What follows belongs to an exercise in optimizing a design on an open flow for small area; a production flow would make more cautious choices. In this exercise RTL edits were held to simulation tests only and were not proved equivalent to the original. Power figures rest on the tool's default switching activity, not on a simulated workload.

--- design/flow/design.v ---
`timescale 1ns/1ps
module set_time (clk, rst, button_mid, button_r, button_l, button_up, button_down,  mode,
set_string, count, year_d, month_d, week, day_d, hour_d, min_d, sec_d);
input clk;
input rst;
input button_mid;
input button_l;
input button_r;
input button_down;
input button_up;
input [3:0]mode;
output [83:0] set_string;
output reg [4:0] count;
output [14:0] year_d;
output [3:0] month_d;
output reg [3:0] week;
output [4:0] day_d;
output [5:0] hour_d;
output [5:0] min_d;
output [5:0] sec_d;
localparam HOLD = 10;
function [8:0] add8;    
    input [7:0] x, y;
    input ci;
    integer i;
    reg c;
    begin
        c = ci;
        for (i = 0; i < 8; i = i + 1) begin
            add8[i] = x[i] ^ y[i] ^ c;
            c = (x[i] & y[i]) | (x[i] & c) | (y[i] & c);
        end
        add8[8] = c;
    end
endfunction
function [15:0] add15;   
    input [14:0] x, y;
    integer i;
    reg c;
    begin
        c = 1'b0;
        for (i = 0; i < 15; i = i + 1) begin
            add15[i] = x[i] ^ y[i] ^ c;
            c = (x[i] & y[i]) | (x[i] & c) | (y[i] & c);
        end
        add15[15] = c;
    end
endfunction
function [3:0] inc4;
    input [3:0] x;
    inc4 = {x[3] ^ (x[2] & x[1] & x[0]), x[2] ^ (x[1] & x[0]), x[1] ^ x[0], ~x[0]};
endfunction
function [3:0] dec4;
    input [3:0] x;
    dec4 = {x[3] ^ ~(x[2] | x[1] | x[0]), x[2] ^ ~(x[1] | x[0]), x[1] ^ ~x[0], ~x[0]};
endfunction
function ge4;           
    input [3:0] x, y;
    reg [8:0] s;
    begin
        s = add8({4'd0, x}, {4'h0, ~y}, 1'b1);
        ge4 = s[4];
    end
endfunction
function [5:0] csa7;
    input [2:0] x, y, z;
    reg [2:0] s, c;
    begin
        s = x ^ y ^ z;
        c = (x & y) | (x & z) | (y & z);
        csa7 = {c[1:0], c[2], s};
    end
endfunction
function [2:0] fin7;
    input [5:0] v;
    reg [8:0] s;
    reg [8:0] r;
    begin
        s = add8({5'd0, v[2:0]}, {5'd0, v[5:3]}, 1'b0);
        r = add8({5'd0, s[2:0]}, 8'd0, s[3]);
        fin7 = r[2:0];
    end
endfunction
function [15:0] tenx;
    input [14:0] x;
    input [3:0] y;
    reg [15:0] s;
    begin
        s = add15(x, {12'd0, y[3:1]});                        
        tenx = add15({x[11:0], 3'd0}, {s[13:0], y[0]});       
    end
endfunction
reg [3:0] y3, y2, y1, y0;      
reg       mt;                  
reg [3:0] mu;
reg [1:0] dt;                  
reg [3:0] du;
reg [1:0] ht;                  
reg [3:0] hu;
reg [2:0] nt;                  
reg [3:0] nu;
reg [2:0] st;                  
reg [3:0] su;
reg [3:0] oy3, oy2, oy1, oy0;
reg       omt;
reg [3:0] omu;
reg [1:0] odt;
reg [3:0] odu;
reg [1:0] oht;
reg [3:0] ohu;
reg [2:0] ont;
reg [3:0] onu;
reg [2:0] ost;
reg [3:0] osu;
reg [2:0] gq;     
reg [2:0] kq;     
reg [5:0] kn;     
reg [3:0] timer;    
reg [3:0] timer2;   
assign set_string = {oy3, oy2, oy1, oy0, 4'hb, 3'b000, omt, omu, 4'hb, 2'b00, odt, odu, 4'hb,
                     week, 4'hb, 2'b00, oht, ohu, 4'hb, 1'b0, ont, onu, 4'hb, 1'b0, ost, osu};
wire [15:0] yb1 = tenx({11'd0, oy3}, oy2);
wire [15:0] yb2 = tenx({8'd0, yb1[6:0]}, oy1);
wire [15:0] yb3 = tenx({5'd0, yb2[9:0]}, oy0);
assign year_d  = {1'b0, yb3[13:0]};
wire [15:0] mb = tenx({14'd0, omt}, omu);
assign month_d = mb[3:0];
wire [15:0] db = tenx({13'd0, odt}, odu);
assign day_d   = db[4:0];
wire [15:0] hb = tenx({13'd0, oht}, ohu);
assign hour_d  = hb[5:0];
wire [15:0] nb = tenx({12'd0, ont}, onu);
assign min_d   = nb[5:0];
wire [15:0] sb = tenx({12'd0, ost}, osu);
assign sec_d   = sb[5:0];
wire [3:0] md = month_d;
wire [4:0] dd = day_d;
wire c0   = (oy1 == 4'd0) && (oy0 == 4'd0);           
wire c4   = !oy0[0] && (oy0[1] == oy1[0]);            
wire C4   = !oy2[0] && (oy2[1] == oy3[0]);            
wire leap = (c0 && C4) || (c4 && !c0);
wire y_eq1582 = (oy3 == 4'd1) && (oy2 == 4'd5) && (oy1 == 4'd8) && (oy0 == 4'd2);
wire y_gt1582 = (|oy3[3:1]) ||
                ((oy3 == 4'd1) && ((oy2[3] | (oy2[2] & oy2[1])) ||
                 ((oy2 == 4'd5) && ((oy1[3] & (|oy1[2:0])) ||
                  ((oy1 == 4'd8) && (oy0[3] | oy0[2] | (oy0[1] & oy0[0])))))));
wire m_feb = (md == 4'd2);
wire m_31  = (md == 4'd1) || (md == 4'd3) || (md == 4'd5) || (md == 4'd7) ||
             (md == 4'd8) || (md == 4'd10) || (md == 4'd12);
wire m_oct = (md == 4'd10);
wire m_gt10 = md[3] & (md[2] | (md[1] & md[0]));
wire d_le4  = !dd[4] && !dd[3] && (!dd[2] || (!dd[1] && !dd[0]));
wire d_lt15 = !dd[4] && !(dd[3] & dd[2] & dd[1] & dd[0]);
wire d_gap  = !d_le4 && d_lt15;                       
wire d_1to4 = d_le4 && (|dd);
wire jm  = (md == 4'd1) || (md == 4'd2);
wire fsp = jm && c0 && (oy3 == 4'd0) && (oy2 == 4'd0);
wire [1:0] cm4 = {oy0[1] ^ oy1[0], oy0[0]};
wire [1:0] Cm4 = {oy2[1] ^ oy3[0], oy2[0]};
wire [3:0] nu_ = ~oy0;
wire [3:0] nb_ = ~oy2;
wire [3:0] vb_a = {cm4, Cm4};
wire [2:0] vb = {
    (vb_a == 4'd1) | (vb_a == 4'd4) | (vb_a == 4'd7) | (vb_a == 4'd10) | (vb_a == 4'd11) | (vb_a == 4'd13) | (vb_a == 4'd14),
    (vb_a == 4'd2) | (vb_a == 4'd5) | (vb_a == 4'd7) | (vb_a == 4'd8) | (vb_a == 4'd10) | (vb_a == 4'd13) | (vb_a == 4'd15),
    (vb_a == 4'd1) | (vb_a == 4'd2) | (vb_a == 4'd3) | (vb_a == 4'd4) | (vb_a == 4'd5) | (vb_a == 4'd6) | (vb_a == 4'd8) | (vb_a == 4'd9) | (vb_a == 4'd12)};
wire [5:0] vdg_a = {md, leap, fsp};
wire [2:0] vdg = {
    (vdg_a == 6'd0) | (vdg_a == 6'd1) | (vdg_a == 6'd2) | (vdg_a == 6'd3) | (vdg_a == 6'd8) | (vdg_a == 6'd9) | (vdg_a == 6'd10) | (vdg_a == 6'd11) | (vdg_a == 6'd12) | (vdg_a == 6'd13) | (vdg_a == 6'd14) | (vdg_a == 6'd15) | (vdg_a == 6'd21) | (vdg_a == 6'd23) | (vdg_a == 6'd24) | (vdg_a == 6'd26) | (vdg_a == 6'd32) | (vdg_a == 6'd33) | (vdg_a == 6'd34) | (vdg_a == 6'd35) | (vdg_a == 6'd44) | (vdg_a == 6'd45) | (vdg_a == 6'd46) | (vdg_a == 6'd47) | (vdg_a == 6'd53) | (vdg_a == 6'd55) | (vdg_a == 6'd56) | (vdg_a == 6'd58),
    (vdg_a == 6'd4) | (vdg_a == 6'd5) | (vdg_a == 6'd7) | (vdg_a == 6'd9) | (vdg_a == 6'd11) | (vdg_a == 6'd13) | (vdg_a == 6'd15) | (vdg_a == 6'd17) | (vdg_a == 6'd19) | (vdg_a == 6'd20) | (vdg_a == 6'd22) | (vdg_a == 6'd24) | (vdg_a == 6'd26) | (vdg_a == 6'd29) | (vdg_a == 6'd31) | (vdg_a == 6'd40) | (vdg_a == 6'd41) | (vdg_a == 6'd42) | (vdg_a == 6'd43) | (vdg_a == 6'd45) | (vdg_a == 6'd47) | (vdg_a == 6'd52) | (vdg_a == 6'd54) | (vdg_a == 6'd56) | (vdg_a == 6'd58) | (vdg_a == 6'd61) | (vdg_a == 6'd63),
    (vdg_a == 6'd1) | (vdg_a == 6'd3) | (vdg_a == 6'd5) | (vdg_a == 6'd6) | (vdg_a == 6'd7) | (vdg_a == 6'd8) | (vdg_a == 6'd12) | (vdg_a == 6'd14) | (vdg_a == 6'd16) | (vdg_a == 6'd18) | (vdg_a == 6'd20) | (vdg_a == 6'd22) | (vdg_a == 6'd28) | (vdg_a == 6'd30) | (vdg_a == 6'd33) | (vdg_a == 6'd35) | (vdg_a == 6'd37) | (vdg_a == 6'd39) | (vdg_a == 6'd41) | (vdg_a == 6'd43) | (vdg_a == 6'd44) | (vdg_a == 6'd46) | (vdg_a == 6'd49) | (vdg_a == 6'd51) | (vdg_a == 6'd52) | (vdg_a == 6'd54) | (vdg_a == 6'd60) | (vdg_a == 6'd62)};
wire [3:0] m2v_a = md;
wire [5:0] m2v = {
    (m2v_a == 4'd1) | (m2v_a == 4'd2) | (m2v_a == 4'd13) | (m2v_a == 4'd14) | (m2v_a == 4'd15),
    (m2v_a == 4'd6) | (m2v_a == 4'd7) | (m2v_a == 4'd8) | (m2v_a == 4'd9) | (m2v_a == 4'd10) | (m2v_a == 4'd11) | (m2v_a == 4'd12),
    (m2v_a == 4'd3) | (m2v_a == 4'd4) | (m2v_a == 4'd5) | (m2v_a == 4'd9) | (m2v_a == 4'd10) | (m2v_a == 4'd11) | (m2v_a == 4'd12),
    (m2v_a == 4'd2) | (m2v_a == 4'd5) | (m2v_a == 4'd8) | (m2v_a == 4'd11) | (m2v_a == 4'd12) | (m2v_a == 4'd14) | (m2v_a == 4'd15),
    (m2v_a == 4'd1) | (m2v_a == 4'd4) | (m2v_a == 4'd7) | (m2v_a == 4'd10) | (m2v_a == 4'd12) | (m2v_a == 4'd13) | (m2v_a == 4'd15),
    (m2v_a == 4'd2) | (m2v_a == 4'd4) | (m2v_a == 4'd5) | (m2v_a == 4'd8) | (m2v_a == 4'd11) | (m2v_a == 4'd12) | (m2v_a == 4'd14) | (m2v_a == 4'd15)};
wire [5:0] p1 = csa7({oy1[1], oy1[0], oy1[2]}, {nu_[3], oy1[3], 1'b0}, {nu_[0], nu_[2], nu_[1]});
wire [5:0] g1 = csa7(p1[2:0], p1[5:3], vb);
wire [5:0] g2 = csa7(g1[2:0], g1[5:3], vdg);
wire [2:0] gq_n = fin7(g2);
wire [15:0] cB = tenx({11'd0, oy1}, oy0);
wire [8:0] tS = add8({1'b0, cB[6:0]}, {3'd0, cB[6:2]}, 1'b0);
wire [15:0] CB = yb1;
wire [8:0] nS = add8(tS[7:0], {2'd0, m2v}, 1'b0);
wire [1:0] e = {jm, ~jm | c4};
wire [8:0] pS = add8({1'b0, CB[6:0]}, {6'd0, e}, 1'b0);
wire [8:0] sS = add8(pS[7:0], ~nS[7:0], 1'b1);         
wire spos = sS[8] && (|sS[7:0]);
wire [5:0] q1 = csa7({sS[2], sS[1], sS[0]}, {sS[5], sS[4], sS[3]}, {fsp, sS[7], sS[6]});
wire [5:0] q2 = csa7(q1[2:0], q1[5:3], {1'b0, ~sS[8], ~sS[8]});
wire [2:0] kq_n = ~fin7(q2);
wire [5:0] kn_n = fsp ? 6'd32 : (jm && c0) ? 6'd0 : !spos ? 6'd0 :
                  (|sS[7:5]) ? 6'd32 : {1'b0, sS[4:0]};
wire [5:0] gw = csa7({dd[2], dd[1], dd[0]}, {1'b0, dd[4], dd[3]}, gq);
wire [2:0] greg = fin7(gw);
wire [5:0] jw = csa7({dd[2], dd[1], dd[0]}, {1'b0, dd[4], dd[3]}, kq);
wire [2:0] jr = fin7(jw);
wire [8:0] kc = add8({3'd0, dd}, {2'b00, ~kn}, 1'b1);   
wire       jneg = !kc[6];
wire [2:0] jul = jneg ? ~jr : jr;            
reg [3:0] wsel;
always @(*) begin
    if (y_gt1582)
        wsel = {1'b0, greg};
    else if (y_eq1582) begin
        if (m_gt10)
            wsel = {1'b0, greg};
        else if (m_oct) begin
            if (d_1to4)
                wsel = {1'b0, jul};
            else if (d_gap)
                wsel = week;
            else
                wsel = {1'b0, greg};
        end
        else
            wsel = {1'b0, jul};
    end
    else
        wsel = {1'b0, jul};
end
wire start_set = (mode == 4'd0);
wire act_ud = (timer2 == HOLD);
wire act_lr = (timer == HOLD);
wire [3:0] timer2_inc = (timer2 == 4'd11) ? timer2 : inc4(timer2);
wire [3:0] timer_inc  = (timer == 4'd11) ? timer : inc4(timer);
reg [3:0] sx, shi;
reg       slo;
always @(*) begin
    sx = 4'd0; slo = 1'b0; shi = 4'd9;
    case (count)
    5'd20: sx = y3;
    5'd19: sx = y2;
    5'd18: sx = y1;
    5'd17: begin sx = y0; slo = (y3 == 0 && y2 == 0 && y1 == 0); end
    5'd15: begin sx = {3'd0, mt}; shi = 4'd1; end
    5'd14: begin sx = mu; slo = !mt; shi = mt ? 4'd2 : 4'd9; end
    5'd12: begin sx = {2'd0, dt}; shi = m_feb ? 4'd2 : 4'd3; end
    5'd11: begin
        sx = du;
        slo = (dt == 2'd0);
        shi = (dt == 2'd3) ? (m_feb ? 4'd9 : m_31 ? 4'd1 : 4'd0) :
              (dt == 2'd2 && m_feb) ? (leap ? 4'd9 : 4'd8) : 4'd9;
    end
    5'd7:  begin sx = {2'd0, ht}; shi = 4'd2; end
    5'd6:  begin sx = hu; shi = (ht == 2'd2) ? 4'd3 : 4'd9; end
    5'd4:  begin sx = {1'b0, nt}; shi = 4'd5; end
    5'd3:  sx = nu;
    5'd1:  begin sx = {1'b0, st}; shi = 4'd5; end
    5'd0:  sx = su;
    default: ;
    endcase
end
wire sx_le_lo = (sx[3:1] == 3'd0) && (!sx[0] || slo);
wire [3:0] nx = button_up ? (ge4(sx, shi) ? {3'd0, slo} : inc4(sx))
                          : (sx_le_lo ? shi : dec4(sx));
wire step = act_ud && (button_up || button_down);
reg [3:0] n_y3, n_y2, n_y1, n_y0, n_mu, n_du, n_hu, n_nu, n_su;
reg       n_mt;
reg [1:0] n_dt, n_ht;
reg [2:0] n_nt, n_st;
always @(*) begin
    n_y3 = y3; n_y2 = y2; n_y1 = y1; n_y0 = y0;
    n_mt = mt; n_mu = mu; n_dt = dt; n_du = du;
    n_ht = ht; n_hu = hu; n_nt = nt; n_nu = nu; n_st = st; n_su = su;
    if (step) begin
        case (count)
        5'd20: n_y3 = nx;
        5'd19: n_y2 = nx;
        5'd18: n_y1 = nx;
        5'd17: n_y0 = nx;
        5'd15: n_mt = nx[0];
        5'd14: n_mu = nx;
        5'd12: n_dt = nx[1:0];
        5'd11: n_du = nx;
        5'd7:  n_ht = nx[1:0];
        5'd6:  n_hu = nx;
        5'd4:  n_nt = nx[2:0];
        5'd3:  n_nu = nx;
        5'd1:  n_st = nx[2:0];
        5'd0:  n_su = nx;
        default: ;
        endcase
    end
    if (mt && (mu[3] | mu[2] | (mu[1] & mu[0]))) begin    
        n_mt = 1'b1; n_mu = 4'd2;
    end
    if (!mt && mu == 4'd0) begin
        n_mt = 1'b0; n_mu = 4'd1;
    end
    if (m_feb) begin
        if (leap) begin
            if (dt == 2'd3) begin
                n_dt = 2'd2; n_du = 4'd9;
            end
        end
        else begin
            if ((dt == 2'd2 && (du[3] & (|du[2:0]))) || dt == 2'd3) begin
                n_dt = 2'd2; n_du = 4'd8;
            end
        end
    end
    else if (m_31) begin
        if (dt == 2'd3 && (|du[3:1])) begin
            n_dt = 2'd3; n_du = 4'd1;
        end
    end
    else begin
        if (dt == 2'd3 && (|du)) begin
            n_dt = 2'd3; n_du = 4'd0;
        end
    end
    if (dt == 2'd0 && du == 4'd0) begin
        n_dt = 2'd0; n_du = 4'd1;
    end
    if (ht == 2'd2 && (|hu[3:2])) begin
        n_ht = 2'd2; n_hu = 4'd3;
    end
    if (y3 == 4'd0 && y2 == 4'd0 && y1 == 4'd0 && y0 == 4'd0)
        n_y0 = 4'd1;
    if (y_eq1582 && m_oct && d_gap) begin
        n_dt = 2'd1; n_du = 4'd5;
    end
end
wire [4:0] cl_a = count;
wire [4:0] cl = {
    (cl_a == 5'd15) | (cl_a == 5'd17) | (cl_a == 5'd18) | (cl_a == 5'd19),
    (cl_a == 5'd7) | (cl_a == 5'd9) | (cl_a == 5'd11) | (cl_a == 5'd12) | (cl_a == 5'd14),
    (cl_a == 5'd3) | (cl_a == 5'd4) | (cl_a == 5'd6) | (cl_a == 5'd11) | (cl_a == 5'd12) | (cl_a == 5'd14) | (cl_a == 5'd19),
    (cl_a == 5'd1) | (cl_a == 5'd4) | (cl_a == 5'd6) | (cl_a == 5'd9) | (cl_a == 5'd12) | (cl_a == 5'd14) | (cl_a == 5'd17) | (cl_a == 5'd18),
    (cl_a == 5'd0) | (cl_a == 5'd1) | (cl_a == 5'd6) | (cl_a == 5'd7) | (cl_a == 5'd9) | (cl_a == 5'd14) | (cl_a == 5'd15) | (cl_a == 5'd18)};
wire [4:0] cr_a = count;
wire [4:0] cr = {
    (cr_a == 5'd0) | (cr_a == 5'd2) | (cr_a == 5'd5) | (cr_a == 5'd8) | (cr_a == 5'd10) | (cr_a == 5'd13) | (cr_a == 5'd16) | (cr_a == 5'd18) | (cr_a == 5'd19) | (cr_a == 5'd20) | (cr_a == 5'd21) | (cr_a == 5'd22) | (cr_a == 5'd23) | (cr_a == 5'd24) | (cr_a == 5'd25) | (cr_a == 5'd26) | (cr_a == 5'd27) | (cr_a == 5'd28) | (cr_a == 5'd29) | (cr_a == 5'd30) | (cr_a == 5'd31),
    (cr_a == 5'd11) | (cr_a == 5'd12) | (cr_a == 5'd14) | (cr_a == 5'd15) | (cr_a == 5'd17),
    (cr_a == 5'd0) | (cr_a == 5'd6) | (cr_a == 5'd7) | (cr_a == 5'd9) | (cr_a == 5'd14) | (cr_a == 5'd15) | (cr_a == 5'd17),
    (cr_a == 5'd2) | (cr_a == 5'd4) | (cr_a == 5'd5) | (cr_a == 5'd7) | (cr_a == 5'd8) | (cr_a == 5'd9) | (cr_a == 5'd10) | (cr_a == 5'd12) | (cr_a == 5'd13) | (cr_a == 5'd15) | (cr_a == 5'd16) | (cr_a == 5'd17) | (cr_a == 5'd19) | (cr_a == 5'd20) | (cr_a == 5'd21) | (cr_a == 5'd22) | (cr_a == 5'd23) | (cr_a == 5'd24) | (cr_a == 5'd25) | (cr_a == 5'd26) | (cr_a == 5'd27) | (cr_a == 5'd28) | (cr_a == 5'd29) | (cr_a == 5'd30) | (cr_a == 5'd31),
    (cr_a == 5'd2) | (cr_a == 5'd3) | (cr_a == 5'd4) | (cr_a == 5'd5) | (cr_a == 5'd8) | (cr_a == 5'd9) | (cr_a == 5'd10) | (cr_a == 5'd11) | (cr_a == 5'd12) | (cr_a == 5'd13) | (cr_a == 5'd16) | (cr_a == 5'd17) | (cr_a == 5'd18) | (cr_a == 5'd20) | (cr_a == 5'd21) | (cr_a == 5'd22) | (cr_a == 5'd23) | (cr_a == 5'd24) | (cr_a == 5'd25) | (cr_a == 5'd26) | (cr_a == 5'd27) | (cr_a == 5'd28) | (cr_a == 5'd29) | (cr_a == 5'd30) | (cr_a == 5'd31)};
wire [4:0] n_count = button_l ? cl : button_r ? cr : count;
always @(posedge clk) begin
    if (rst) begin
        y3 <= 4'd2; y2 <= 4'd0; y1 <= 4'd2; y0 <= 4'd3;
        mt <= 1'b0; mu <= 4'd1; dt <= 2'd0; du <= 4'd1;
        ht <= 2'd0; hu <= 4'd0; nt <= 3'd0; nu <= 4'd0; st <= 3'd0; su <= 4'd0;
        oy3 <= 4'd2; oy2 <= 4'd0; oy1 <= 4'd2; oy0 <= 4'd3;
        omt <= 1'b0; omu <= 4'd1; odt <= 2'd0; odu <= 4'd1;
        oht <= 2'd0; ohu <= 4'd0; ont <= 3'd0; onu <= 4'd0; ost <= 3'd0; osu <= 4'd0;
        gq <= 3'd6; kq <= 3'd5; kn <= 6'd0;
        week <= 4'd0;
        timer2 <= 4'd0;
    end
    else begin
        y3 <= n_y3; y2 <= n_y2; y1 <= n_y1; y0 <= n_y0;
        mt <= n_mt; mu <= n_mu; dt <= n_dt; du <= n_du;
        ht <= n_ht; hu <= n_hu; nt <= n_nt; nu <= n_nu; st <= n_st; su <= n_su;
        oy3 <= y3; oy2 <= y2; oy1 <= y1; oy0 <= y0;
        omt <= mt; omu <= mu; odt <= dt; odu <= du;
        oht <= ht; ohu <= hu; ont <= nt; onu <= nu; ost <= st; osu <= su;
        gq <= gq_n; kq <= kq_n; kn <= kn_n;
        week <= (wsel == 4'd0) ? 4'd7 : wsel;
        timer2 <= (start_set && (button_up || button_down)) ? timer2_inc : 4'd0;
    end
end
always @(posedge clk) begin
    if (rst) begin
        timer <= 4'd0;
        count <= 5'd20;
    end
    else if (start_set) begin
        timer <= (button_l || button_r) ? timer_inc : 4'd0;
        if (act_lr)
            count <= n_count;
    end
end
endmodule
--- design/flow/flow/run.sh ---
#!/bin/bash
# Own layout flow: the standard synthesis, then the combinational logic of
# its netlist re-mapped for area (registers untouched, see resynth.tcl), then
# the standard layout from floorplan to finish, with buf_1 port buffers.
# Each tool's output goes to a log file of its own in the work folder.
set -euo pipefail
R=orfs/results/${FLOW_PLATFORM}/set_time/base
YOSYS=${FLOW_HOME}/../tools/install/yosys/bin/yosys
bash standard.sh synth > log_1_standard_synth.txt 2>&1
cp "$R/1_2_yosys.v" std_1_2_yosys.v
RS_LIB=${FLOW_HOME}/platforms/${FLOW_PLATFORM}/lib/sky130_fd_sc_hd__tt_025C_1v80.lib \
RS_TOP=${FLOW_TOP} RS_IN=std_1_2_yosys.v RS_OUT=resynth_1_2_yosys.v RS_ABC=flow/abc_area.script \
  "$YOSYS" -c flow/resynth.tcl > log_2_resynth.txt 2>&1
cp resynth_1_2_yosys.v "$R/1_2_yosys.v"
rm -f "$R/1_synth.odb" "$R/1_synth.sdc"
bash standard.sh BUFFER_PORTS_ARGS="-buffer_cell sky130_fd_sc_hd__buf_1" finish > log_3_standard_layout.txt 2>&1
--- design/flow/flow/abc_area.script ---
strash
&get -n; &deepsyn -T 60; &put
dch -f
map -a
topo
--- design/flow/flow/resynth.tcl ---
# Re-map the combinational logic of the standard synthesis netlist with a
# stronger ABC script. Flip-flops, tie cells and full/half adder cells are kept
# as they are (black boxes), so every register keeps its name and cell type.
yosys -import
set lib $::env(RS_LIB)
read_liberty -ignore_miss_func $lib
read_verilog $::env(RS_IN)
hierarchy -top $::env(RS_TOP)
blackbox sky130_fd_sc_hd__df* sky130_fd_sc_hd__edf* sky130_fd_sc_hd__sdf* sky130_fd_sc_hd__dl* sky130_fd_sc_hd__conb_1 sky130_fd_sc_hd__fa_* sky130_fd_sc_hd__ha_*
flatten
select $::env(RS_TOP)
opt -purge
abc -script $::env(RS_ABC) -liberty $lib -dont_use *probe* -dont_use *lpflow*
read_liberty -lib -overwrite $lib
setundef -zero
splitnets
opt_clean -purge
hilomap -singleton -hicell sky130_fd_sc_hd__conb_1 HI -locell sky130_fd_sc_hd__conb_1 LO
insbuf -buf sky130_fd_sc_hd__buf_4 A X
check -assert -mapped
tee -o resynth_stat.txt stat -liberty $lib
write_verilog -selected -noattr -nohex -nodec $::env(RS_OUT)
--- design/flow/standard.sh ---
#!/bin/bash
# synth_recipe.tcl (not shown) runs the flow's synth.tcl, then flattens the netlist and writes it again
# the make line also repeats each setting of config.mk as NAME=value (left out here)
make -C /OpenROAD-flow-scripts/flow DESIGN_CONFIG=/design/flow/config.mk WORK_HOME=/design/flow/orfs CLKGATE_MAP_FILE= SYNTH_SCRIPT=/design/flow/synth_recipe.tcl "${@:-finish}"
--- design/flow/config.mk ---
export PLATFORM = sky130hd
export DESIGN_NAME = set_time
export DESIGN_NICKNAME = set_time
export VERILOG_FILES = /design/flow/design.v
export SDC_FILE = /design/flow/constraint.sdc
export NUM_CORES = 4
export LEC_CHECK = 0
export CAP_MARGIN = 20
export CORE_MARGIN = 2
export CORE_UTILIZATION = 40
export CTS_BUF_LIST = sky130_fd_sc_hd__clkbuf_8
export PLACE_DENSITY = 0.6
export SLEW_MARGIN = 20
--- design/flow/constraint.sdc ---
create_clock -name core_clock -period 40.0 [get_ports {clk}]
set_input_delay 8.0000 -clock core_clock [delete_from_list [all_inputs] [get_ports {clk}]]
set_output_delay 8.0000 -clock core_clock [all_outputs]
set_load 0.01 [all_outputs]
==> reports/results.ini, run 1 <==
[placement]
place.gp.congestion = 0.945
io_buffer_count = 110
hpwl_um = 17600
post_dp_cell_area_um2 = 9190

[final_layout]
final_common_cell = clkinv_1
final_cell_mix = clkinv_1 (253), nor2_1 (139), dfxtp_1 (123)
diodes = 0
fin_area_um2 = 9590
top_register = kn
drive_above_1_share_pct = 3.57
fin_nets = 1343
top_regs = kn (6), count (5)
largest_reg_flops = 6
fill_cells = 2341
syn_to_final_growth_pct = 5.87

[drt]
vias = 7213
drtPass1Iterations = 6
ant_nets = 0
drtIter0Drc = 475
drt-vias-per-instance = 4.85
drc = 0
wirelength_um = 21600
post_drt_wl_per_cell_um = 14.5

[global_route]
grt_start_max_net_pins = 65
track_usage_pct = 18.7
overflow = 0
grt_first_pass_wirelength_um = 35200
grt_pass1_vias = 6953
antenna_found_initial = 0

[clocking]
cts_tree = yes
cts_setup_buffers = 0
clk_pin_slew_ns = 0.07
clk-insertion-delay-late_ns = 0.45
cts_max_path_buffers = 2
cts.sinks = 123
hold_buffers = 0
htreeDepth = 4
ctsResizeCount = 0
numCtsBuffers = 17
cts-root-buf = clkbuf_8

[run]
max-cap-violations = 0

[timing]
fin_setup_tns_ns = 0
rsz0062_at_grt = no
final_max_slew_viol_count = 0
fmax_mhz = 67.4
fin_crit_sh_pct = 37.1
skew_ns = 0.0194
max_slew_margin_pct = 34.5
worst_slew_pin_slew_ns = 0.982
finalHoldViolCount = 0
period_minus_slack_ns = 14.84
setup_viol = 0

[yosys]
ys_warn_count = 1
synthCells = 1130
synth_area_um2 = 9060
syn_avg_cell_area_um2 = 8.01

[floorplan]
start_util_pct = 40.4
die_h_um = 154
fp-row-count = 55
core_area_um2 = 22400
ios = 146
die_area_um2 = 23900
die_w_um = 154

[pwr]
power_frac_seq_pct = 51.6
combPwrFrac_pct = 2.7
pwr_density_cell_nw_per_um2 = 24.8
ir_drop_uv = 17.4
p_clk_share_pct = 45.6
intPower_mw = 0.181
switching_share_pct = 24.0
power.net_switching_mw = 0.0571
leakagePower_nw = 3.68

[critical_path]
end_kind = output pin
worst_ep_required_time_ns = 32.00
crit_fanout = 6
crit_path_start_kind = flip-flop
criticalPathCategory = flip-flop to output pin
cp.arrival_ns = 6.84

[status]
outcome = finished clean

[worst_hold_path]
hold_path_class = flip-flop to flip-flop

-- power groups by stage --
stage	registers, mW	clock network [mW]	logic, mW
6_report	0.123	0.109	0.00651
5_1_grt	0.123	0.117	0.00720
3_5_place_dp	0.126	0	0.00644
4_1_cts	0.123	0.112	0.00644
2_1_floorplan	0.126	0	0.00647
3_3_place_gp	0.126	0	0.00647
-- critical path, stage by stage, from the launching register on --
cell	delay (ns)
dfxtp_1	0.37
ha_1	0.22
fa_1	0.36
clkinv_1	0.06
fa_1	0.40
clkinv_1	0.06
ha_1	0.13
clkinv_1	0.07
fa_1	0.55
clkinv_1	0.13
ha_1	0.30
clkinv_1	0.07
fa_1	0.42
fa_1	0.52
clkinv_1	0.11
ha_1	0.32
fa_1	0.42
fa_1	0.40
fa_1	0.40
fa_1	0.39
clkinv_1	0.07
fa_1	0.16
clkinv_1	0.06
ha_1	0.26
buf_1	0.15
-- final timing paths --
kind,from,end,slack [ns],cells past startpoint
worst max-delay path,oy3[0]$_SDFF_PP0_,year_d[12],25.16,24
worst min-delay path,st[0]$_SDFFE_PP0P_,ost[0]$_SDFF_PP0_,0.44,2
worst min register to register,st[0]$_SDFFE_PP0P_,ost[0]$_SDFF_PP0_,0.44,2
worst max register to register,omt$_SDFF_PP0_,kq[2]$_SDFF_PP1_,31.22,32
-- metal layers --
metal	vias up	part of all wire, %	routed length, um	GRT usage (%)
met5	-	0	0	0
met4	0	1.3	279	5.11
met3	21	6.2	1330	4.15
met2	226	45	9650	30.0
met1	3383	48	10300	25.6
li1	3583	-	-	-
-- area by class of cell --
type / count / area, um2 / area share, %
Clock buffer: 18 / 248 / 2.58
Clock inverter: 14 / 145 / 1.51
Inverter: 253 / 950 / 9.90
Multi-Input combinational cell: 683 / 5000 / 52.1
Sequential cell: 123 / 2460 / 25.7
Tap cell: 285 / 357 / 3.72
Timing Repair Buffer: 112 / 429 / 4.48
-- through the flow --
stage | power [mW] | std cells | worst slack (ns) | hold WS, ns | utilization, %
global route | 0.247 | 1488 | 24.78 | 0.456 | 42.7
floorplan | 0.132 | 1162 | 26.02 | 0.406 | -
CTS | 0.241 | 1488 | 25.09 | 0.436 | 42.7
global placement | 0.132 | 1456 | 25.69 | 0.427 | 41.0
finish | 0.238 | 1488 | 25.16 | 0.436 | 42.7
detailed placement | 0.132 | 1456 | 25.65 | 0.424 | 41.0
==> run 2, diff against run 1 <==
--- a/design/flow/design.v
+++ b/design/flow/design.v
@@ -196,30 +196,10 @@
                   (|sS[7:5]) ? 6'd32 : {1'b0, sS[4:0]};
-wire [5:0] gw = csa7({dd[2], dd[1], dd[0]}, {1'b0, dd[4], dd[3]}, gq);
-wire [2:0] greg = fin7(gw);
-wire [5:0] jw = csa7({dd[2], dd[1], dd[0]}, {1'b0, dd[4], dd[3]}, kq);
-wire [2:0] jr = fin7(jw);
+wire w_hold = y_eq1582 && m_oct && d_gap;
+wire w_greg = y_gt1582 || (y_eq1582 && (m_gt10 || (m_oct && !d_1to4 && !d_gap)));
+wire [5:0] ww = csa7({dd[2], dd[1], dd[0]}, {1'b0, dd[4], dd[3]}, w_greg ? gq : kq);
+wire [2:0] wr = fin7(ww);                     
 wire [8:0] kc = add8({3'd0, dd}, {2'b00, ~kn}, 1'b1);   
-wire       jneg = !kc[6];
-wire [2:0] jul = jneg ? ~jr : jr;            
-reg [3:0] wsel;
-always @(*) begin
-    if (y_gt1582)
-        wsel = {1'b0, greg};
-    else if (y_eq1582) begin
-        if (m_gt10)
-            wsel = {1'b0, greg};
-        else if (m_oct) begin
-            if (d_1to4)
-                wsel = {1'b0, jul};
-            else if (d_gap)
-                wsel = week;
-            else
-                wsel = {1'b0, greg};
-        end
-        else
-            wsel = {1'b0, jul};
-    end
-    else
-        wsel = {1'b0, jul};
-end
+wire       jneg = !w_greg && !kc[6];          
+wire [2:0] wv = jneg ? ~wr : wr;              
+wire [3:0] wsel = w_hold ? week : {1'b0, wv};
 wire start_set = (mode == 4'd0);
==> design/flow/flow/abc_area.script (replaced) <==
strash
&get -n; &deepsyn -T 60; &put
&get -n; &dch -f; &nf -p -R 1000 -F 8 -A 8 -C 32; &put
==> reports/results.ini, run 2 <==
[drt]
drc = 0  ; unchanged
drt-vias-per-instance = 4.98  ; was 4.85
ant_nets = 0  ; unchanged
wirelength_um = 20500  ; was 21600 um
drtPass1Iterations = 7  ; was 6
post_drt_wl_per_cell_um = 15.1  ; was 14.5 um
vias = 6763  ; was 7213
drtIter0Drc = 544  ; was 475

[final_layout]
top_register = kn  ; unchanged
final_common_cell = clkinv_1  ; unchanged
regArea_um2 = 2460  ; unchanged
syn_to_final_growth_pct = 5.43  ; was 5.87%
final_cell_mix = clkinv_1 (141), dfxtp_1 (123), nor2_1 (111)  ; was clkinv_1 (253), nor2_1 (139), dfxtp_1 (123)
fin_nets = 1212  ; was 1343
largest_reg_flops = 6  ; unchanged
multi_input_area_um2 = 5170  ; was 5000 um2
diodes = 0  ; unchanged
fill_cells = 2192  ; was 2341
top_regs = kn (6), count (5)  ; unchanged
drive_above_1_share_pct = 3.24  ; was 3.57%

[pwr]
ir_drop_uv = 18.0  ; was 17.4 uV
pwr_density_cell_nw_per_um2 = 24.1  ; was 24.8 nW/um2
leakagePower_nw = 3.57  ; was 3.68 nW

[floorplan]
die_h_um = 152  ; was 154 um
fp-row-count = 54  ; was 55
die_area_um2 = 23300  ; was 23900 um2
start_util_pct = 40.5  ; was 40.4%
die_w_um = 152  ; was 154 um
core_area_um2 = 21800  ; was 22400 um2
ios = 146  ; unchanged

[clocking]
ctsResizeCount = 0  ; unchanged
clk_pin_slew_ns = 0.07  ; about the same
clk-insertion-delay-late_ns = 0.45  ; about the same
numCtsBuffers = 17  ; unchanged
hold_buffers = 0  ; unchanged
htreeDepth = 4  ; unchanged
cts-root-buf = clkbuf_8  ; unchanged
cts_tree = yes  ; unchanged
cts_setup_buffers = 0  ; unchanged
cts_max_path_buffers = 2  ; unchanged
cts.sinks = 123  ; unchanged

[placement]
place.gp.congestion = 0.923  ; was 0.945
post-place-ws_ns = 25.53  ; was 25.65 ns
io_buffer_count = 110  ; unchanged
hpwl_um = 16100  ; was 17600 um

[timing]
worst_slew_pin_slew_ns = 1.19  ; was 0.982 ns
setup_ws_ns = 25.11  ; was 25.16 ns
fmax_mhz = 67.2  ; was 67.4 MHz
max_slew_margin_pct = 20.0  ; was 34.5%
period_minus_slack_ns = 14.89  ; was 14.84 ns
skew_ns = 0.00953  ; was 0.0194 ns
rsz0062_at_grt = no  ; unchanged
setup_viol = 0  ; unchanged
fin_crit_sh_pct = 37.2  ; was 37.1%
fin_setup_tns_ns = 0  ; unchanged
finalHoldViolCount = 0  ; unchanged
final_max_slew_viol_count = 0  ; unchanged

[critical_path]
end_kind = output pin  ; unchanged
crit_path_start_kind = flip-flop  ; unchanged
worst_ep_required_time_ns = 32.00  ; about the same
criticalPathCategory = flip-flop to output pin  ; unchanged
crit_fanout = 6  ; unchanged
cp.arrival_ns = 6.89  ; was 6.84 ns

[global_route]
overflow = 0  ; unchanged
grt_start_max_net_pins = 62  ; was 65
grt_pass1_vias = 6383  ; was 6953
track_usage_pct = 17.7  ; was 18.7%
antenna_found_initial = 0  ; unchanged
grt_first_pass_wirelength_um = 33000  ; was 35200 um

[run]
max-cap-violations = 0  ; unchanged

[yosys]
syn_avg_cell_area_um2 = 8.77  ; was 8.01 um2
synth_area_um2 = 8820  ; was 9060 um2
synthCells = 1005  ; was 1130
ys_warn_count = 1  ; unchanged

[worst_hold_path]
hold_path_class = flip-flop to flip-flop  ; unchanged

[status]
outcome = finished clean  ; unchanged

[run 2: path summary, 6_finish.rpt]
| path | start | end | slack, ns | cells after the start |
|---|---|---|---|---|
| min reg2reg | y0[3]$_SDFFE_PP0P_ | oy0[3]$_SDFF_PP0_ | 0.47 | 2 |
| min | y0[3]$_SDFFE_PP0P_ | oy0[3]$_SDFF_PP0_ | 0.47 | 2 |
| max | oy3[0]$_SDFF_PP0_ | year_d[12] | 25.11 | 24 |
| max reg2reg | oy1[0]$_SDFF_PP0_ | kq[2]$_SDFF_PP1_ | 31.25 | 28 |
[run 2: report_power, final]
part           switching [mW]  internal, mW  leakage [nW]  total (mW)
Clock                  0.0504        0.0450         0.171      0.0954
Combinational         0.00475       0.00107          2.41     0.00583
Sequential           0.000201         0.123         0.992       0.123
[run 2: worst max-delay path, cell delays in order (launching register included)]
cell	delay, ns
dfxtp_1	0.40
ha_1	0.24
fa_1	0.37
clkinv_1	0.06
fa_1	0.40
clkinv_1	0.06
ha_1	0.14
clkinv_1	0.07
fa_1	0.54
clkinv_1	0.16
ha_1	0.32
clkinv_1	0.08
fa_1	0.42
fa_1	0.39
fa_1	0.49
clkinv_1	0.11
ha_1	0.34
fa_1	0.42
fa_1	0.39
fa_1	0.37
clkinv_1	0.06
fa_1	0.15
clkinv_1	0.06
ha_1	0.26
buf_1	0.14
[run 2: routing by layer]
| layer | part of all wire [%] | global-route usage, % |
|---|---|---|
| met1 | 46 | 24.2 |
| met2 | 46 | 28.3 |
| met3 | 6.9 | 3.95 |
| met4 | 1.4 | 4.98 |
| met5 | 0 | 0 |
[run 2: final cells by class]
type / count / share of cell area, %
Inverter: 141 / 5.69
Clock buffer: 19 / 2.81
Clock inverter: 12 / 0.821
Sequential cell: 123 / 26.5
Multi-Input combinational cell: 670 / 55.6
Tap cell: 280 / 3.77
Timing Repair Buffer: 114 / 4.78
[run 2: stage by stage]
step | hold WS [ns] | std cells | total power, mW | util [%] | area [um2]
final | 0.467 | 1359 | 0.224 | 42.7 | 9300
after global placement | 0.469 | 1328 | 0.131 | 41.2 | 8960
after global routing | 0.519 | 1359 | 0.233 | 42.7 | 9300
after detailed placement | 0.469 | 1328 | 0.131 | 41.2 | 8960
after floorplan | 0.424 | 1037 | 0.132 | - | 8940
after CTS | 0.481 | 1359 | 0.227 | 42.7 | 9300
==> run 3, diff against run 2 <==
--- a/design/flow/design.v
+++ b/design/flow/design.v
@@ -122,4 +122,10 @@
 wire [15:0] yb1 = tenx({11'd0, oy3}, oy2);
-wire [15:0] yb2 = tenx({8'd0, yb1[6:0]}, oy1);
-wire [15:0] yb3 = tenx({5'd0, yb2[9:0]}, oy0);
+wire [15:0] ycB = tenx({11'd0, oy1}, oy0);
+wire [14:0] yx = {2'd0, yb1[6:0], 6'd0}, yy = {3'd0, yb1[6:0], 5'd0}, yz = {6'd0, yb1[6:0], 2'd0};
+wire [14:0] ys1 = yx ^ yy ^ yz;
+wire [14:0] yc1 = {((yx & yy) | (yx & yz) | (yy & yz)), 1'b0};
+wire [14:0] yw = {8'd0, ycB[6:0]};
+wire [14:0] ys2 = ys1 ^ yc1 ^ yw;
+wire [14:0] yc2 = {((ys1 & yc1) | (ys1 & yw) | (yc1 & yw)), 1'b0};
+wire [15:0] yb3 = add15(ys2, yc2);
 assign year_d  = {1'b0, yb3[13:0]};
@@ -171,10 +177,10 @@
     (vdg_a == 6'd1) | (vdg_a == 6'd3) | (vdg_a == 6'd5) | (vdg_a == 6'd6) | (vdg_a == 6'd7) | (vdg_a == 6'd8) | (vdg_a == 6'd12) | (vdg_a == 6'd14) | (vdg_a == 6'd16) | (vdg_a == 6'd18) | (vdg_a == 6'd20) | (vdg_a == 6'd22) | (vdg_a == 6'd28) | (vdg_a == 6'd30) | (vdg_a == 6'd33) | (vdg_a == 6'd35) | (vdg_a == 6'd37) | (vdg_a == 6'd39) | (vdg_a == 6'd41) | (vdg_a == 6'd43) | (vdg_a == 6'd44) | (vdg_a == 6'd46) | (vdg_a == 6'd49) | (vdg_a == 6'd51) | (vdg_a == 6'd52) | (vdg_a == 6'd54) | (vdg_a == 6'd60) | (vdg_a == 6'd62)};
-wire [3:0] m2v_a = md;
-wire [5:0] m2v = {
-    (m2v_a == 4'd1) | (m2v_a == 4'd2) | (m2v_a == 4'd13) | (m2v_a == 4'd14) | (m2v_a == 4'd15),
-    (m2v_a == 4'd6) | (m2v_a == 4'd7) | (m2v_a == 4'd8) | (m2v_a == 4'd9) | (m2v_a == 4'd10) | (m2v_a == 4'd11) | (m2v_a == 4'd12),
-    (m2v_a == 4'd3) | (m2v_a == 4'd4) | (m2v_a == 4'd5) | (m2v_a == 4'd9) | (m2v_a == 4'd10) | (m2v_a == 4'd11) | (m2v_a == 4'd12),
-    (m2v_a == 4'd2) | (m2v_a == 4'd5) | (m2v_a == 4'd8) | (m2v_a == 4'd11) | (m2v_a == 4'd12) | (m2v_a == 4'd14) | (m2v_a == 4'd15),
-    (m2v_a == 4'd1) | (m2v_a == 4'd4) | (m2v_a == 4'd7) | (m2v_a == 4'd10) | (m2v_a == 4'd12) | (m2v_a == 4'd13) | (m2v_a == 4'd15),
-    (m2v_a == 4'd2) | (m2v_a == 4'd4) | (m2v_a == 4'd5) | (m2v_a == 4'd8) | (m2v_a == 4'd11) | (m2v_a == 4'd12) | (m2v_a == 4'd14) | (m2v_a == 4'd15)};
+wire [4:0] tmv_a = {md, c4};
+wire [5:0] tmv = {
+    (tmv_a == 5'd2) | (tmv_a == 5'd3) | (tmv_a == 5'd4) | (tmv_a == 5'd5) | (tmv_a == 5'd26) | (tmv_a == 5'd27) | (tmv_a == 5'd28) | (tmv_a == 5'd29) | (tmv_a == 5'd30) | (tmv_a == 5'd31),
+    (tmv_a == 5'd12) | (tmv_a == 5'd13) | (tmv_a == 5'd14) | (tmv_a == 5'd15) | (tmv_a == 5'd16) | (tmv_a == 5'd17) | (tmv_a == 5'd18) | (tmv_a == 5'd19) | (tmv_a == 5'd20) | (tmv_a == 5'd21) | (tmv_a == 5'd22) | (tmv_a == 5'd23) | (tmv_a == 5'd24) | (tmv_a == 5'd25),
+    (tmv_a == 5'd6) | (tmv_a == 5'd7) | (tmv_a == 5'd8) | (tmv_a == 5'd9) | (tmv_a == 5'd10) | (tmv_a == 5'd11) | (tmv_a == 5'd18) | (tmv_a == 5'd19) | (tmv_a == 5'd20) | (tmv_a == 5'd21) | (tmv_a == 5'd22) | (tmv_a == 5'd23) | (tmv_a == 5'd24) | (tmv_a == 5'd25),
+    (tmv_a == 5'd4) | (tmv_a == 5'd10) | (tmv_a == 5'd11) | (tmv_a == 5'd16) | (tmv_a == 5'd17) | (tmv_a == 5'd22) | (tmv_a == 5'd23) | (tmv_a == 5'd24) | (tmv_a == 5'd25) | (tmv_a == 5'd28) | (tmv_a == 5'd29) | (tmv_a == 5'd30) | (tmv_a == 5'd31),
+    (tmv_a == 5'd5) | (tmv_a == 5'd8) | (tmv_a == 5'd9) | (tmv_a == 5'd14) | (tmv_a == 5'd15) | (tmv_a == 5'd20) | (tmv_a == 5'd21) | (tmv_a == 5'd24) | (tmv_a == 5'd25) | (tmv_a == 5'd26) | (tmv_a == 5'd27) | (tmv_a == 5'd30) | (tmv_a == 5'd31),
+    (tmv_a == 5'd2) | (tmv_a == 5'd5) | (tmv_a == 5'd8) | (tmv_a == 5'd9) | (tmv_a == 5'd10) | (tmv_a == 5'd11) | (tmv_a == 5'd16) | (tmv_a == 5'd17) | (tmv_a == 5'd22) | (tmv_a == 5'd23) | (tmv_a == 5'd24) | (tmv_a == 5'd25) | (tmv_a == 5'd28) | (tmv_a == 5'd29) | (tmv_a == 5'd30) | (tmv_a == 5'd31)};
 wire [5:0] p1 = csa7({oy1[1], oy1[0], oy1[2]}, {nu_[3], oy1[3], 1'b0}, {nu_[0], nu_[2], nu_[1]});
@@ -183,15 +189,11 @@
 wire [2:0] gq_n = fin7(g2);
-wire [15:0] cB = tenx({11'd0, oy1}, oy0);
+wire [15:0] cB = ycB;
 wire [8:0] tS = add8({1'b0, cB[6:0]}, {3'd0, cB[6:2]}, 1'b0);
-wire [15:0] CB = yb1;
-wire [8:0] nS = add8(tS[7:0], {2'd0, m2v}, 1'b0);
-wire [1:0] e = {jm, ~jm | c4};
-wire [8:0] pS = add8({1'b0, CB[6:0]}, {6'd0, e}, 1'b0);
-wire [8:0] sS = add8(pS[7:0], ~nS[7:0], 1'b1);         
-wire spos = sS[8] && (|sS[7:0]);
-wire [5:0] q1 = csa7({sS[2], sS[1], sS[0]}, {sS[5], sS[4], sS[3]}, {fsp, sS[7], sS[6]});
-wire [5:0] q2 = csa7(q1[2:0], q1[5:3], {1'b0, ~sS[8], ~sS[8]});
-wire [2:0] kq_n = ~fin7(q2);
-wire [5:0] kn_n = fsp ? 6'd32 : (jm && c0) ? 6'd0 : !spos ? 6'd0 :
-                  (|sS[7:5]) ? 6'd32 : {1'b0, sS[4:0]};
+wire [8:0] nS = add8(tS[7:0], {2'd0, tmv}, 1'b0);
+wire [8:0] rS = add8({1'b0, yb1[6:0]}, ~nS[7:0], 1'b1);   
+wire       rq = rS[8] | fsp;
+wire [5:0] q1 = csa7(~rS[2:0], ~rS[5:3], {1'b0, ~rS[7], ~rS[6]});
+wire [5:0] q2 = csa7(q1[2:0], q1[5:3], {1'b0, rq, rq});
+wire [2:0] kq_n = fin7(q2);
+wire [5:0] kn_n = {fsp | (rS[8] & !(jm & c0)), (fsp | (|rS[7:5])) ? 5'd31 : rS[4:0]};
 wire w_hold = y_eq1582 && m_oct && d_gap;
@@ -200,4 +202,4 @@
 wire [2:0] wr = fin7(ww);                     
-wire [8:0] kc = add8({3'd0, dd}, {2'b00, ~kn}, 1'b1);   
-wire       jneg = !w_greg && !kc[6];          
+wire [8:0] kc = add8({3'd0, kn[4:0]}, {3'd0, ~dd}, 1'b1);   
+wire       jneg = !w_greg && kn[5] && kc[5];   
 wire [2:0] wv = jneg ? ~wr : wr;              
==> reports/results.ini, run 3 <==
[critical_path]
r2r_setup_slack_ns = 31.00  ; was 31.25 ns
criticalPathCategory = flip-flop to output pin  ; unchanged
end_kind = output pin  ; unchanged
cp.arrival_ns = 7.06  ; was 6.89 ns
crit_fanout = 6  ; unchanged
crit_chain = ha_1 > fa_1 > clkinv_1 > fa_1 > clkinv_1 > ha_1 > clkinv_1 > fa_1 > clkinv_1 > fa_1 > fa_1 > clkinv_1 > fa_1 > clkinv_1 > fa_1 > clkinv_1 > fa_1 > fa_1 > fa_1 > fa_1 > fa_1 > xnor2_1 > buf_1  ; was ha_1 > fa_1 > clkinv_1 > fa_1 > clkinv_1 > ha_1 > clkinv_1 > fa_1 > clkinv_1 > ha_1 > clkinv_1 > fa_1 > fa_1 > fa_1 > clkinv_1 > ha_1 > fa_1 > fa_1 > fa_1 > clkinv_1 > fa_1 > clkinv_1 > ha_1 > buf_1
slowest_stage = fa_1  ; unchanged
worst_path_most_repeated_cell = fa_1  ; unchanged
crit_path_start_kind = flip-flop  ; unchanged
worst_ep_required_time_ns = 32.00  ; about the same
slowest_delay_ns = 0.55  ; was 0.54 ns

[global_route]
grt_start_max_net_pins = 71  ; was 62
track_usage_pct = 17.8  ; was 17.7%
overflow = 0  ; unchanged
antenna_found_initial = 0  ; unchanged
grt_first_pass_wirelength_um = 33600  ; was 33000 um
grt_pass1_vias = 6591  ; was 6383

[timing]
rsz0062_at_grt = no  ; unchanged
fin_setup_tns_ns = 0  ; unchanged
finalHoldViolCount = 0  ; unchanged
worst_slew_pin_slew_ns = 1.03  ; was 1.19 ns
setup_viol = 0  ; unchanged
final_max_slew_viol_count = 0  ; unchanged
max_slew_margin_pct = 30.9  ; was 20.0%
skew_ns = 0.0142  ; was 0.00953 ns
period_minus_slack_ns = 15.07  ; was 14.89 ns
fmax_mhz = 66.4  ; was 67.2 MHz
hold_slack_ns = 0.468  ; was 0.467 ns
fin_crit_sh_pct = 37.7  ; was 37.2%

[floorplan]
start_util_pct = 40.7  ; was 40.5%
core_area_um2 = 21800  ; unchanged
die_w_um = 153  ; was 152 um
die_h_um = 153  ; was 152 um
die_area_um2 = 23300  ; about the same
fp-row-count = 54  ; unchanged
ios = 146  ; unchanged

[pwr]
switching_share_pct = 25.6  ; was 24.7%
power.net_switching_mw = 0.0605  ; was 0.0553 mW
power_frac_seq_pct = 52.1  ; was 54.8%
ir_drop_uv = 17.6  ; was 18.0 uV
combPwrFrac_pct = 2.7  ; was 2.6%
pwr_density_cell_nw_per_um2 = 25.4  ; was 24.1 nW/um2
p_clk_share_pct = 45.2  ; was 42.6%
finalPower_mw = 0.237  ; was 0.224 mW
intPower_mw = 0.176  ; was 0.169 mW
leakagePower_nw = 3.61  ; was 3.57 nW

[yosys]
syn_avg_cell_area_um2 = 8.67  ; was 8.77 um2
synthCells = 1021  ; was 1005
synth_area_um2 = 8850  ; was 8820 um2
ys_warn_count = 1  ; unchanged

[final_layout]
top_register = kn  ; unchanged
fin_nets = 1212  ; unchanged
top_regs = kn (6), count (5)  ; unchanged
drive_above_1_share_pct = 3.22  ; was 3.24%
diodes = 0  ; unchanged
syn_to_final_growth_pct = 5.20  ; was 5.43%
fin_util_pct = 42.8  ; was 42.7%
final_cell_mix = clkinv_1 (156), dfxtp_1 (123), buf_1 (109)  ; was clkinv_1 (141), dfxtp_1 (123), nor2_1 (111)
largest_reg_flops = 6  ; unchanged
final_common_cell = clkinv_1  ; unchanged

[clocking]
clk_pin_slew_ns = 0.08  ; was 0.07 ns
clk-insertion-delay-late_ns = 0.45  ; about the same
ctsResizeCount = 0  ; unchanged
cts_setup_buffers = 0  ; unchanged
htreeDepth = 4  ; unchanged
numCtsBuffers = 17  ; unchanged
cts_tree = yes  ; unchanged
cts-root-buf = clkbuf_8  ; unchanged
cts.sinks = 123  ; unchanged
cts_max_path_buffers = 2  ; unchanged
hold_buffers = 0  ; unchanged

[drt]
drc = 0  ; unchanged
ant_nets = 0  ; unchanged
vias = 6775  ; was 6763
wirelength_um = 20200  ; was 20500 um
post_drt_wl_per_cell_um = 14.8  ; was 15.1 um
drtPass1Iterations = 8  ; was 7
drtIter0Drc = 575  ; was 544
drt-vias-per-instance = 4.96  ; was 4.98

[run]
max-cap-violations = 0  ; unchanged

[placement]
io_buffer_count = 110  ; unchanged
place.gp.congestion = 0.889  ; was 0.923
hpwl_um = 15800  ; was 16100 um

[worst_hold_path]
hold_path_class = flip-flop to flip-flop  ; unchanged

[status]
outcome = finished clean  ; unchanged

==> run 3: power by group through the flow <==
stage                     registers, mW  clock network, mW  logic (mW)
after detailed placement          0.126                  0     0.00634
after global routing              0.123              0.115     0.00715
after floorplan                   0.126                  0     0.00650
final                             0.123              0.107     0.00639
after global placement            0.126                  0     0.00634
after CTS                         0.123              0.110     0.00635
==> run 3: area by class of cell <==
type | count | area (um2)
multi-input combinational | 664 | 5090
fill | 2217 | 12400
sequential | 123 | 2460
clock inverter | 14 | 139
tap | 280 | 350
clock buffer | 18 | 248
inverter | 156 | 586
timing repair buffer | 112 | 429
==> run 3: worst paths after layout <==
path | start | end | depth (start not counted)
setup / recovery | oy3[0]$_SDFF_PP0_ | year_d[13] | 23
hold / removal | hu[3]$_SDFFE_PP0P_ | ohu[3]$_SDFF_PP0_ | 2
setup reg to reg | omt$_SDFF_PP0_ | kq[2]$_SDFF_PP1_ | 32
hold reg to reg | hu[3]$_SDFFE_PP0P_ | ohu[3]$_SDFF_PP0_ | 2
==> run 3: critical path: cells and delay by family (launching register included) <==
family | cells | cell delay, ns
XOR/XNOR | 1 | 0.17
adder cells (fa/ha/maj) | 14 | 5.27
buffers and inverters | 8 | 0.78
flip-flops | 1 | 0.39
==> run 3: stage by stage <==
stage          instance area (um2)  setup slack (ns)  cells
2_1_floorplan                 8970             25.80   1053
3_3_place_gp                  8920             25.45   1335
3_5_place_dp                  8920             25.40   1335
4_1_cts                       9310             24.87   1367
5_1_grt                       9310             24.59   1367
6_report                      9310             24.94   1367
==> run 3: layer usage <==
metal | wire length, um | global-route usage (%) | up-vias
met5 | 0 | 0 | -
met4 | 303 | 4.50 | 0
met3 | 1240 | 3.81 | 23
met2 | 9630 | 29.4 | 208
met1 | 9070 | 23.8 | 3172
li1 | - | - | 3372
==> run 4, diff against run 3 <==
--- a/design/flow/design.v
+++ b/design/flow/design.v
@@ -92,13 +92,9 @@
 endfunction
-reg [3:0] y3, y2, y1, y0;      
-reg       mt;                  
-reg [3:0] mu;
-reg [1:0] dt;                  
-reg [3:0] du;
-reg [1:0] ht;                  
-reg [3:0] hu;
-reg [2:0] nt;                  
-reg [3:0] nu;
-reg [2:0] st;                  
-reg [3:0] su;
+reg       e_step;              
+reg [4:0] e_pos;               
+reg [3:0] e_nv;                
+reg [1:0] e_m;                 
+reg [2:0] e_d;                 
+reg       e_h;                 
+reg       e_y;                 
 reg [3:0] oy3, oy2, oy1, oy0;
@@ -114,2 +110,35 @@
 reg [3:0] osu;
+function sel;                  
+    input       step;
+    input [4:0] pos, k;
+    sel = step && (pos == k);
+endfunction
+wire [3:0] y3 = sel(e_step, e_pos, 5'd20) ? e_nv : oy3;
+wire [3:0] y2 = sel(e_step, e_pos, 5'd19) ? e_nv : oy2;
+wire [3:0] y1 = sel(e_step, e_pos, 5'd18) ? e_nv : oy1;
+wire [3:0] y0 = e_y ? 4'd1 : sel(e_step, e_pos, 5'd17) ? e_nv : oy0;
+wire       mt = (e_m == 2'd1) ? 1'b1 : (e_m == 2'd2) ? 1'b0 : sel(e_step, e_pos, 5'd15) ? e_nv[0] : omt;
+wire [3:0] mu = (e_m == 2'd1) ? 4'd2 : (e_m == 2'd2) ? 4'd1 : sel(e_step, e_pos, 5'd14) ? e_nv : omu;
+reg  [1:0] dt;
+reg  [3:0] du;
+always @(*) begin
+    case (e_d)
+    3'd1: begin dt = 2'd2; du = 4'd9; end
+    3'd2: begin dt = 2'd2; du = 4'd8; end
+    3'd3: begin dt = 2'd3; du = 4'd1; end
+    3'd4: begin dt = 2'd3; du = 4'd0; end
+    3'd5: begin dt = 2'd0; du = 4'd1; end
+    3'd6: begin dt = 2'd1; du = 4'd5; end
+    default: begin
+        dt = sel(e_step, e_pos, 5'd12) ? e_nv[1:0] : odt;
+        du = sel(e_step, e_pos, 5'd11) ? e_nv : odu;
+    end
+    endcase
+end
+wire [1:0] ht = e_h ? 2'd2 : sel(e_step, e_pos, 5'd7) ? e_nv[1:0] : oht;
+wire [3:0] hu = e_h ? 4'd3 : sel(e_step, e_pos, 5'd6) ? e_nv : ohu;
+wire [2:0] nt = sel(e_step, e_pos, 5'd4) ? e_nv[2:0] : ont;
+wire [3:0] nu = sel(e_step, e_pos, 5'd3) ? e_nv : onu;
+wire [2:0] st = sel(e_step, e_pos, 5'd1) ? e_nv[2:0] : ost;
+wire [3:0] su = sel(e_step, e_pos, 5'd0) ? e_nv : osu;
 reg [2:0] gq;     
@@ -242,45 +271,19 @@
 wire step = act_ud && (button_up || button_down);
-reg [3:0] n_y3, n_y2, n_y1, n_y0, n_mu, n_du, n_hu, n_nu, n_su;
-reg       n_mt;
-reg [1:0] n_dt, n_ht;
-reg [2:0] n_nt, n_st;
+reg [1:0] n_m;
+reg [2:0] n_d;
 always @(*) begin
-    n_y3 = y3; n_y2 = y2; n_y1 = y1; n_y0 = y0;
-    n_mt = mt; n_mu = mu; n_dt = dt; n_du = du;
-    n_ht = ht; n_hu = hu; n_nt = nt; n_nu = nu; n_st = st; n_su = su;
-    if (step) begin
-        case (count)
-        5'd20: n_y3 = nx;
-        5'd19: n_y2 = nx;
-        5'd18: n_y1 = nx;
-        5'd17: n_y0 = nx;
-        5'd15: n_mt = nx[0];
-        5'd14: n_mu = nx;
-        5'd12: n_dt = nx[1:0];
-        5'd11: n_du = nx;
-        5'd7:  n_ht = nx[1:0];
-        5'd6:  n_hu = nx;
-        5'd4:  n_nt = nx[2:0];
-        5'd3:  n_nu = nx;
-        5'd1:  n_st = nx[2:0];
-        5'd0:  n_su = nx;
-        default: ;
-        endcase
-    end
-    if (mt && (mu[3] | mu[2] | (mu[1] & mu[0]))) begin    
-        n_mt = 1'b1; n_mu = 4'd2;
-    end
-    if (!mt && mu == 4'd0) begin
-        n_mt = 1'b0; n_mu = 4'd1;
-    end
+    n_m = 2'd0;
+    if (mt && (mu[3] | mu[2] | (mu[1] & mu[0])))         
+        n_m = 2'd1;
+    if (!mt && mu == 4'd0)
+        n_m = 2'd2;
+    n_d = 3'd0;
     if (m_feb) begin
         if (leap) begin
-            if (dt == 2'd3) begin
-                n_dt = 2'd2; n_du = 4'd9;
-            end
+            if (dt == 2'd3)
+                n_d = 3'd1;
         end
         else begin
-            if ((dt == 2'd2 && (du[3] & (|du[2:0]))) || dt == 2'd3) begin
-                n_dt = 2'd2; n_du = 4'd8;
-            end
+            if ((dt == 2'd2 && (du[3] & (|du[2:0]))) || dt == 2'd3)
+                n_d = 3'd2;
         end
@@ -288,23 +291,16 @@
     else if (m_31) begin
-        if (dt == 2'd3 && (|du[3:1])) begin
-            n_dt = 2'd3; n_du = 4'd1;
-        end
+        if (dt == 2'd3 && (|du[3:1]))
+            n_d = 3'd3;
     end
     else begin
-        if (dt == 2'd3 && (|du)) begin
-            n_dt = 2'd3; n_du = 4'd0;
-        end
-    end
-    if (dt == 2'd0 && du == 4'd0) begin
-        n_dt = 2'd0; n_du = 4'd1;
-    end
-    if (ht == 2'd2 && (|hu[3:2])) begin
-        n_ht = 2'd2; n_hu = 4'd3;
-    end
-    if (y3 == 4'd0 && y2 == 4'd0 && y1 == 4'd0 && y0 == 4'd0)
-        n_y0 = 4'd1;
-    if (y_eq1582 && m_oct && d_gap) begin
-        n_dt = 2'd1; n_du = 4'd5;
+        if (dt == 2'd3 && (|du))
+            n_d = 3'd4;
     end
+    if (dt == 2'd0 && du == 4'd0)
+        n_d = 3'd5;
+    if (y_eq1582 && m_oct && d_gap)
+        n_d = 3'd6;
 end
+wire n_h = (ht == 2'd2) && (|hu[3:2]);
+wire n_y = (y3 == 4'd0) && (y2 == 4'd0) && (y1 == 4'd0) && (y0 == 4'd0);
 wire [4:0] cl_a = count;
@@ -326,5 +322,3 @@
     if (rst) begin
-        y3 <= 4'd2; y2 <= 4'd0; y1 <= 4'd2; y0 <= 4'd3;
-        mt <= 1'b0; mu <= 4'd1; dt <= 2'd0; du <= 4'd1;
-        ht <= 2'd0; hu <= 4'd0; nt <= 3'd0; nu <= 4'd0; st <= 3'd0; su <= 4'd0;
+        e_step <= 1'b0; e_m <= 2'd0; e_d <= 3'd0; e_h <= 1'b0; e_y <= 1'b0;
         oy3 <= 4'd2; oy2 <= 4'd0; oy1 <= 4'd2; oy0 <= 4'd3;
@@ -337,5 +331,3 @@
     else begin
-        y3 <= n_y3; y2 <= n_y2; y1 <= n_y1; y0 <= n_y0;
-        mt <= n_mt; mu <= n_mu; dt <= n_dt; du <= n_du;
-        ht <= n_ht; hu <= n_hu; nt <= n_nt; nu <= n_nu; st <= n_st; su <= n_su;
+        e_step <= step; e_m <= n_m; e_d <= n_d; e_h <= n_h; e_y <= n_y;
         oy3 <= y3; oy2 <= y2; oy1 <= y1; oy0 <= y0;
@@ -348,2 +340,6 @@
 end
+always @(posedge clk) begin
+    e_pos <= count;
+    e_nv <= nx;
+end
 always @(posedge clk) begin
==> reports/results.ini, run 4 <==
[clocking]
numCtsBuffers = 9  ; was 17
hold_buffers = 0  ; unchanged
htreeDepth = 3  ; was 4
cts_tree = yes  ; unchanged
cts_max_path_buffers = 2  ; unchanged
clk-insertion-delay-late_ns = 0.38  ; was 0.45 ns
cts-root-buf = clkbuf_8  ; unchanged
ctsResizeCount = 0  ; unchanged
cts.sinks = 93  ; was 123
clk_pin_slew_ns = 0.11  ; was 0.08 ns
cts_setup_buffers = 0  ; unchanged

[drt]
drtPass1Iterations = 6  ; was 8
vias = 6876  ; was 6775
ant_nets = 0  ; unchanged
wirelength_um = 20800  ; was 20200 um
drt-vias-per-instance = 5.25  ; was 4.96
drc = 0  ; unchanged
post_drt_wl_per_cell_um = 15.9  ; was 14.8 um
drtIter0Drc = 479  ; was 575

[final_layout]
stdcell_count = 1310  ; was 1367
fin_nets = 1173  ; was 1212
regArea_um2 = 1860  ; was 2460 um2
multi_input_area_um2 = 5180  ; was 5090 um2
top_regs = kn (6), count (5), e_pos (5)  ; was kn (6), count (5)
drive_above_1_share_pct = 2.02  ; was 3.22%
syn_to_final_growth_pct = 2.03  ; was 5.20%
final_common_cell = clkinv_1  ; unchanged
diodes = 0  ; unchanged
top_register = kn  ; unchanged
final_cell_mix = clkinv_1 (142), buf_1 (109), nor2_1 (94)  ; was clkinv_1 (156), dfxtp_1 (123), buf_1 (109)
fill_cells = 2116  ; was 2217
fin_area_um2 = 8540  ; was 9310 um2
largest_reg_flops = 6  ; unchanged

[timing]
max_slew_margin_pct = 44.2  ; was 30.9%
fin_crit_sh_pct = 37.4  ; was 37.7%
fmax_mhz = 66.9  ; was 66.4 MHz
rsz0062_at_grt = no  ; unchanged
final_max_slew_viol_count = 0  ; unchanged
setup_viol = 0  ; unchanged
hold_slack_ns = 0.506  ; was 0.468 ns
fin_setup_tns_ns = 0  ; unchanged
worst_slew_pin_slew_ns = 0.829  ; was 1.03 ns
finalHoldViolCount = 0  ; unchanged
period_minus_slack_ns = 14.94  ; was 15.07 ns
skew_ns = 0.0176  ; was 0.0142 ns

[pwr]
leakagePower_nw = 3.28  ; was 3.61 nW
finalPower_mw = 0.217  ; was 0.237 mW
pwr_density_cell_nw_per_um2 = 25.5  ; was 25.4 nW/um2
ir_drop_uv = 15.6  ; was 17.6 uV

[floorplan]
fp-row-count = 52  ; was 54
die_w_um = 149  ; was 153 um
start_util_pct = 41.1  ; was 40.7%
die_h_um = 149  ; was 153 um
ios = 146  ; unchanged
die_area_um2 = 22100  ; was 23300 um2
core_area_um2 = 20400  ; was 21800 um2

[critical_path]
criticalPathCategory = flip-flop to output pin  ; unchanged
cp.arrival_ns = 6.94  ; was 7.06 ns
worst_ep_required_time_ns = 32.00  ; about the same
slowest_delay_ns = 0.54  ; was 0.55 ns
slowest_stage = fa_1  ; unchanged
crit_fanout = 7  ; was 6
crit_chain = ha_1 > fa_1 > clkinv_1 > fa_1 > clkinv_1 > ha_1 > clkinv_1 > fa_1 > clkinv_1 > fa_1 > fa_1 > clkinv_1 > fa_1 > clkinv_1 > fa_1 > clkinv_1 > fa_1 > fa_1 > fa_1 > fa_1 > fa_1 > xnor2_1 > buf_1  ; unchanged
end_kind = output pin  ; unchanged
crit_buf_inv = 8  ; unchanged
worst_path_most_repeated_cell = fa_1  ; unchanged
path_delay_family = adder cells  ; unchanged
crit_path_start_kind = flip-flop  ; unchanged

[global_route]
grt_start_max_net_pins = 66  ; was 71
grt_first_pass_wirelength_um = 33100  ; was 33600 um
antenna_found_initial = 0  ; unchanged
grt_pass1_vias = 6420  ; was 6591
track_usage_pct = 19.0  ; was 17.8%
overflow = 0  ; unchanged

[run]
max-cap-violations = 0  ; unchanged

[worst_hold_path]
hold_path_class = flip-flop to flip-flop  ; unchanged

[placement]
dp.cells = 1294  ; was 1335
io_buffer_count = 110  ; unchanged
post_dp_cell_area_um2 = 8350  ; was 8920 um2
hpwl_um = 17000  ; was 15800 um
place.gp.congestion = 0.983  ; was 0.889

[yosys]
syn_avg_cell_area_um2 = 8.36  ; was 8.67 um2
synth_area_um2 = 8370  ; was 8850 um2
ys_warn_count = 1  ; unchanged
synthCells = 1001  ; was 1021

[status]
outcome = finished clean  ; unchanged

run 4: layout make-up:
cell class / count / area share (%)
Clock buffer: 10 / 1.61
Sequential cell: 93 / 21.8
Tap cell: 270 / 3.96
Multi-Input combinational cell: 675 / 60.6
Clock inverter: 6 / 0.542
Inverter: 142 / 6.24
Timing Repair Buffer: 114 / 5.20
run 4: final timing paths:
check | from | endpoint | slack, ns | cells after the start
min reg2reg | timer2[2]$_SDFFE_PP0P_ | timer2[2]$_SDFFE_PP0P_ | 0.51 | 1
min | timer2[2]$_SDFFE_PP0P_ | timer2[2]$_SDFFE_PP0P_ | 0.51 | 1
max | oy3[0]$_SDFF_PP0_ | year_d[13] | 25.06 | 23
max reg2reg | oy1[0]$_SDFF_PP0_ | kq[1]$_SDFF_PP0_ | 31.61 | 28
run 4: worst reg2reg max path: cells and delay by family, from the launching register on:
family,cells,cell delay (ns)
DFF,1,0.50
buffers and inverters,8,0.60
and+or+nand+nor,1,0.12
adders and majority gates,19,7.07
run 4: per-layer routing:
metal | wire (um) | global-route usage, % | up-vias | share of wire, %
li1 | - | - | 3294 | -
met1 | 8960 | 25.5 | 3249 | 43
met2 | 9960 | 31.8 | 282 | 48
met3 | 1370 | 3.10 | 51 | 6.6
met4 | 524 | 5.19 | 0 | 2.5
met5 | 0 | 0 | - | 0
run 4: stage by stage:
step,util [%],worst slack [ns]
2_1_floorplan,-,25.82
3_3_place_gp,41.0,25.49
3_5_place_dp,41.0,25.45
4_1_cts,41.9,25.01
5_1_grt,41.9,24.71
6_report,41.9,25.06
run 4: where the power goes:
| part | total (mW) | leakage (nW) | internal [mW] | switching, mW |
|---|---|---|---|---|
| combinational | 0.0561 | 2.43 | 0.0218 | 0.0342 |
| clock | 0.0610 | 0.100 | 0.0249 | 0.0361 |
| sequential | 0.100 | 0.754 | 0.0962 | 0.00405 |
